This design comes from an exercise in tuning for small area, a short achievable clock period and few clock cycles on the open sky130 flow, not from production work.
The RTL of this run was laid out without a check of its function.
Power and IR drop assume default switching activity.

$ cat flow/design.v
`timescale 1ns / 1ps
module CPU_COMP(
input clk,
input rst,
output wire [15:0] imem_addr,
input [7:0] imem_data,
output wire [15:0] dmem_addr,
output wire [7:0] dmem_wdata,
output wire dmem_we,
input [7:0] dmem_rdata,
output wire done
);
reg [15:0] pc;
reg [7:0]  ir;                
reg        t_op;              
reg        t_hil;             
reg        t_lol;             
reg        t_hij;             
reg        t_imm;             
reg [15:0] breg;              
reg [12:1] wsel;              
reg        c_inv;             
reg        c_cin;
reg        c_x0;              
reg        c_xf;              
reg        c_we;              
reg [15:0] ac;
reg [15:0] g [1:12];
reg [12:1] gv;                
reg        z;
reg        done_r;
integer    k;
wire [3:0] op = ir[7:4];
wire [3:0] x  = ir[3:0];
wire o_ldac = t_op & (op == 4'h1);
wire o_tr   = t_op & (op == 4'h3);
wire o_ldr  = t_op & (op == 4'h4);
wire o_jp   = t_op & (op == 4'h5);
wire o_add  = t_op & (op == 4'h6);
wire o_sub  = t_op & (op == 4'h7);
wire o_inc  = t_op & (op == 4'hA);
wire o_dec  = t_op & (op == 4'hB);
wire o_shl  = t_op & (op == 4'hC);
wire o_shr  = t_op & (op == 4'hD);
wire o_clac = t_op & (op == 4'hE);
wire o_two  = t_op & ((op == 4'h0) | (op == 4'h5) | (op == 4'h8) | (op == 4'h9));
wire [15:0] xa = c_x0 ? 16'd0 : c_xf ? 16'hFFFF : ac;
wire [15:0] yb = breg ^ {16{c_inv}};
wire [15:0] sum = xa + yb + {15'd0, c_cin};
wire [15:0] xy_x = xa ^ yb;
wire sum_zero = c_xf ? (breg == 16'd1) : &xy_x;
wire sh_two = x[3] | x[2] | x[1];
wire sh_any = sh_two | x[0];
wire [15:0] shl = sh_two ? {ac[13:0], 2'b0} : {ac[14:0], 1'b0};
wire [15:0] shr = sh_two ? {2'b0, ac[15:2]} : {1'b0, ac[15:1]};
wire stall = (o_shl | o_shr) & (x[3] | x[2] | (x[1] & x[0]));    
wire wg = o_ldr | o_inc | o_dec;
wire [12:1] gw = wsel & {12{wg}};
wire [12:1] gv_now = gv | gw;
reg [15:0] ac_d;
always @(*) begin
    if (t_lol | o_ldac) ac_d = {8'd0, dmem_rdata};
    else if (t_imm | o_tr | o_add | o_sub | o_clac | ((o_inc | o_dec) & (x == 4'd0))) ac_d = sum;
    else if (o_shl & sh_any) ac_d = shl;
    else if (o_shr & sh_any) ac_d = shr;
    else ac_d = ac;
end
assign dmem_addr  = breg;
assign dmem_wdata = ac[7:0];
assign dmem_we    = c_we;
assign imem_addr  = pc;
assign done       = done_r;
wire skip = o_jp & z;
wire n_op  = ~(t_hil | t_hij | o_two);
wire n_hil = t_op & (op == 4'h0);
wire n_hij = o_jp & ~z;
wire n_imm = t_op & ((op == 4'h8) | (op == 4'h9));
wire n_lol = t_hil;
wire n_subi = t_op & (op == 4'h9);
wire [3:0] nop_ = imem_data[7:4];
wire [3:0] nx   = imem_data[3:0];
wire use_g1 = (nop_ == 4'h2) | (nop_ == 4'h6) | (nop_ == 4'h7);
wire use_b  = (nop_ == 4'h1) | (nop_ == 4'h3) | (nop_ == 4'hA) | (nop_ == 4'hB);
wire [3:0] nsel = use_g1 ? 4'd1 : nx;
wire n_opb = n_op & (use_g1 | use_b);
wire [12:1] gsel;
genvar gi;
generate for (gi = 1; gi <= 12; gi = gi + 1) begin : gs
    assign gsel[gi] = n_opb & (nsel == gi);
end endgenerate
wire fwd_g = |(gsel & gw);             
wire [12:1] grd = gsel & gv & ~gw;
reg [15:0] b_d;
always @(*) begin
    b_d = (n_opb & (nsel == 4'd0)) ? ac_d : 16'd0;
    if (fwd_g) b_d = b_d | sum;
    for (k = 1; k <= 12; k = k + 1)
        if (grd[k]) b_d = b_d | g[k];
    if (n_imm | n_lol) b_d = {n_lol ? ir : 8'd0, imem_data};
end
always @(posedge clk) begin
    if (stall) ir[3:0] <= x - 4'd2;       
    else ir <= imem_data;
    for (k = 1; k <= 12; k = k + 1)
        wsel[k] <= (nx == k);
    breg <= b_d;
end
always @(posedge clk) begin
    if (rst) begin
        pc <= 16'd0;
        t_op <= 1'b0;
        t_hil <= 1'b0;
        t_lol <= 1'b0;
        t_hij <= 1'b0;
        t_imm <= 1'b0;
        c_inv <= 1'b0;
        c_cin <= 1'b0;
        c_x0 <= 1'b0;
        c_xf <= 1'b0;
        c_we <= 1'b0;
        ac <= 16'd0;
        z <= 1'b0;
        gv <= 12'd0;
        done_r <= 1'b0;
    end else begin
        if (t_hij) pc <= {ir, imem_data};
        else pc <= pc + {14'd0, skip, ~skip & ~stall};
        if (pc[15:1] == 15'd166) done_r <= 1'b1;
        t_op  <= n_op | stall;
        t_hil <= n_hil;
        t_lol <= n_lol;
        t_hij <= n_hij;
        t_imm <= n_imm;
        c_inv <= (n_op & (nop_ == 4'h7)) | n_subi;
        c_cin <= (n_op & ((nop_ == 4'h7) | (nop_ == 4'hA))) | n_subi;
        c_x0  <= n_op & ((nop_ == 4'h3) | (nop_ == 4'hA) | (nop_ == 4'hE));
        c_xf  <= n_op & (nop_ == 4'hB);
        c_we  <= n_op & ~stall & (nop_ == 4'h2);
        ac <= ac_d;
        if (o_sub | (t_imm & c_inv) | o_dec) z <= sum_zero;
        gv <= gv_now;
    end
end
always @(posedge clk) begin
    for (k = 1; k <= 12; k = k + 1)
        if (gw[k]) g[k] <= sum;
end
endmodule
$ cat flow/run.sh
#!/bin/bash
# synth_recipe.tcl (not shown) runs the flow's synth.tcl, then flattens the netlist and writes it again
# the make line also repeats each setting of config.mk as NAME=value (left out here)
make -C /OpenROAD-flow-scripts/flow DESIGN_CONFIG=/design/flow/config.mk WORK_HOME=/design/flow/orfs CLKGATE_MAP_FILE= SYNTH_SCRIPT=/design/flow/synth_recipe.tcl finish
$ cat flow/config.mk
export PLATFORM = sky130hd
export DESIGN_NAME = CPU_COMP
export DESIGN_NICKNAME = CPU_COMP
export VERILOG_FILES = /design/flow/design.v
export SDC_FILE = /design/flow/constraint.sdc
export NUM_CORES = 4
export LEC_CHECK = 0
export CAP_MARGIN = 20
export CORE_MARGIN = 2
export CORE_UTILIZATION = 40
export SETUP_SLACK_MARGIN = 5
export SLEW_MARGIN = 20
$ cat flow/constraint.sdc
create_clock -name core_clock -period 8.0 [get_ports {clk}]
set_input_delay 1.6000 -clock core_clock [delete_from_list [all_inputs] [get_ports {clk}]]
set_output_delay 1.6000 -clock core_clock [all_outputs]
set_load 0.01 [all_outputs]
==> results.txt <==
## cell families (layout without fill, tap and decap cells)
| group | count (synthesis) | count (layout) | share of synthesized area (%) |
|---|---|---|---|
| AOI/OAI and AO/OA | 271 | 271 | 15.6 |
| xor gates and xnor gates | 42 | 42 | 2.81 |
| adders and majority gates | 21 | 21 | 2.18 |
| buffers and inverters | 107 | 257 | 3.50 |
| DFF | 284 | 284 | 58.4 |
| muxes | 15 | 15 | 1.18 |
| and+or+nand+nor | 425 | 425 | 16.4 |
## sequential cells by signal, indices dropped and copies added (netlist names), 8 cells and up
| signal | count |
|---|---|
| ac | 16 |
| pc | 16 |
| gv | 12 |
| wsel | 12 |
| ir | 8 |
| g | 192 |
| breg | 16 |
## cell usage in the layout, fill, tap and decap left out, types with 10 or more instances in the layout
master and count:
edfxtp_1 197, nor2_1 125, buf_4 86, nand2_1 75
dfxtp_1 51, nand3_1 48, a21oi_1 45, dlygate4sd2_1 42
dfxtp_2 31, clkbuf_16 29, inv_1 28, xor2_1 24
o21ai_0 22, nor3_1 20, a22oi_1 20, a22o_1 19
and3_1 18, buf_6 18, nand4_1 16, and2_1 16
a222oi_1 16, ha_1 15, xnor2_1 12, a211oi_1 12
nand2b_1 11, mux2i_1 11, buf_12 11, nor2b_1 10
o211ai_1 10
## layout make-up
class	instances	share of cell area, %
clock buffer	30	4.39
clock inverter	23	1.57
inverter	34	0.812
multi-input combinational	774	34.0
sequential	284	46.4
tap	442	3.32
timing repair buffer	169	9.49
timing repair inverter	1	0.0451
## layer usage
layer,wire [um],global-route usage (%),share of wire (%),up-vias
li1,-,-,-,4699
met1,18000,34.1,43,5172
met2,19400,39.7,46,483
met3,3260,3.50,7.8,83
met4,1340,7.84,3.2,0
met5,0,0,0,-
## worst paths after layout
path | endpoint | slack, ps
worst max register to register | breg[6]$_DFF_P_ | 4720
worst max-delay path | breg[6]$_DFF_P_ | 4670
worst min-delay path | gv[6]$_SDFF_PP0_ | 470
worst min register to register | gv[6]$_SDFF_PP0_ | 470
## timing repair
action                                  in CTS  in global routing
gates cloned                                 1                  0
buffers inserted                            60                 24
endpoints found under the setup margin     356                 84
resized for setup                          221                 47
pin swaps                                   39                 31
## critical path, cell delays in order
cell      delay, ps
buf_12          110
a21boi_4        140
o221ai_4        300
buf_6           160
nor4_2           40
buf_6           170
a21o_1          150
a221o_1         260
or4_4           480
o32a_1          340
## power groups by stage
stage               clock, mW  sequential [mW]  combinational [mW]
floorplan                   0             1.69               0.205
global placement            0             1.71               0.312
detailed placement          0             1.71               0.319
CTS                      1.43             1.67               0.358
global route             1.49             1.67               0.428
finish                   1.42             1.67               0.399
==> impl_metrics.csv <==
group,metric,value,unit
status,run_status,"complete, no violations",
sta,finalCriticalPeriod,3330,ps
cells_and_area,layout.cells.non_filler,1757,
power_and_ir_drop,pwr-share-clk,40.8,%
placed_design,dp.cells,1618,
power_and_ir_drop,p_sw,0.877,mW
clock_network,numCtsBuffers,29,
route,wl_per_cell,23.9,um
clock_network,htreeDepth,1,
clock_network,clk_latency,560,ps
synth,synth_top_cell_by_area,"edfxtp_1",
route,vias_per_cell,5.94,
placed_design,port_buffers,59,
power_and_ir_drop,power_frac_seq,47.8,%
synth,ys.flop_type,"edfxtp_1",
die,rows,66,
synth,syn_area_per_cell,11.3,sq um
clock_network,clock_path_buffers,3,
power_and_ir_drop,p_int,2.61,mW
synth,ys_seq_area_share,58.4,%
power_and_ir_drop,p_per_area,210,nW/um^2
worst_setup_path,ff2ff_path_depth,9,
sta,slew_viol_final,0,
hold_path,min_from,"gv[6]$_SDFF_PP0_",
synth,yosysMostFrequentCell,"edfxtp_1",
placed_design,placed_area,14300,sq um
cells_and_area,layout-drive-gt1-share,23.9,%
worst_setup_path,crit_type,"in2reg",
worst_setup_path,worstSetupStartpoint,"imem_data[5]",
hold_path,whs_path_depth,2,
route,drt-total-wl,42000,um
synth,ys_ff_latch,284,
cells_and_area,multi_input_area,5650,sq um
placed_design,dp_slack,2940,ps
die,ioPinCount,60,
worst_setup_path,crit_path_end_kind,"flop",
synth,syn_area,13100,sq um
synth,async_reset_ff_share,0,%
sta,finalSetupViolCount,0,
sta,max-slew-margin-rel,27.6,%
global_routing,antenna_found_initial,0,
die,initial_utilization,40.5,%
power_and_ir_drop,swShare,25.1,%
sta,layout_setup_ws,4670,ps
synth,synth_edf_count,197,
global_routing,globalRouteTotalUtil,24.5,%
worst_setup_path,cp-start-kind,"input pin",
route,drc,0,
worst_setup_path,worstPathRequired,8430,ps
die,fp.dieH,185,um
placed_design,gp_congestion,0.906,
sta,final.period_utilization,41.6,%
global_routing,grt_max_degree,49,
power_and_ir_drop,ir_drop,159,uV
cells_and_area,syn_to_final_growth,26.9,%
global_routing,first_global_vias,10100,
synth,syn_inst,1165,
sta,hold_viol,0,
cells_and_area,n_fill_cell,2858,
die,die-area,34200,sq um
worst_setup_path,critPathMaxFanout,6,
worst_setup_path,cp.arrival,3760,ps
die,coreArea,32400,sq um
synth,synth_cell_type_count,78,
clock_network,ctsRootBufferMaster,"clkbuf_16",
route,drt_iter0_drc,1177,
cells_and_area,regArea,7710,sq um
clock_network,cts.clk_slew.worst_paths,60,ps
synth,synth_fp_nets,1204,
sta,setup_tns,0,ps
power_and_ir_drop,finalPower,3.49,mW
hold_path,hp-class,"reg2reg",
sta,rsz0062_at_grt,"yes",
cells_and_area,diodes,0,
power_and_ir_drop,pwr-share-comb,11.4,%
power_and_ir_drop,p_leak,6.09,nW
clock_network,clock-sinks,284,
synth,synth_top_area_share,45.1,%
sta,timing.hold.ws,473,ps
cells_and_area,fin_area,16600,sq um
clock_network,cts_tree,"built",
sta,worst_pin_slew,1090,ps
worst_setup_path,r2r_start,"ir[7]$_DFFE_PN_",
synth,ys_top_cells_by_count,"edfxtp_1 (197), nor2_1 (128), dfxtp_1 (87)",
flow_run,maxCapViolCount,0,
sta,fmax,300,MHz
synth,synth.area.top_cells,"edfxtp_1 (45%), dfxtp_1 (13%), nor2_1 (3.7%)",
cells_and_area,nets,1332,
placed_design,hpwlAfterDp,27500,um
die,die_width,185,um
route,postRouteAntennaNets,0,
global_routing,grt_pass1_wl,63000,um
global_routing,overflow,0,
sta,finClkSkew,12.9,ps
route,dr.pass1.iters,5,
cells_and_area,final_util,51.4,%
synth,yosysWarnings,2,
clock_network,hold_buffers,0,
route,dr_total_vias,10400,

==> what the ideal ports hide <==
The flow's constraints put no driver on any port. The routed layout listed below was extracted and timed again, unchanged, in two steps. Step 1 assumes that a clkbuf_16 drives the clock port and a buf_2 every other input. Step 2 also shifts input and output timing later by t, the mid clock arrival at the registers, as if the neighbouring blocks saw the same clock. Slacks: ideal / step 1 / step 2; pairs: ideal / step 1.
t (ns): 0.604
slack for setup (ns): 4.670 / 4.680 / 4.076
cell pins on the clock port's net: 1
After both steps this run still meets setup and hold. The setup slack of this run moves by +0.010 ns with the drivers and by -0.594 ns with both steps.
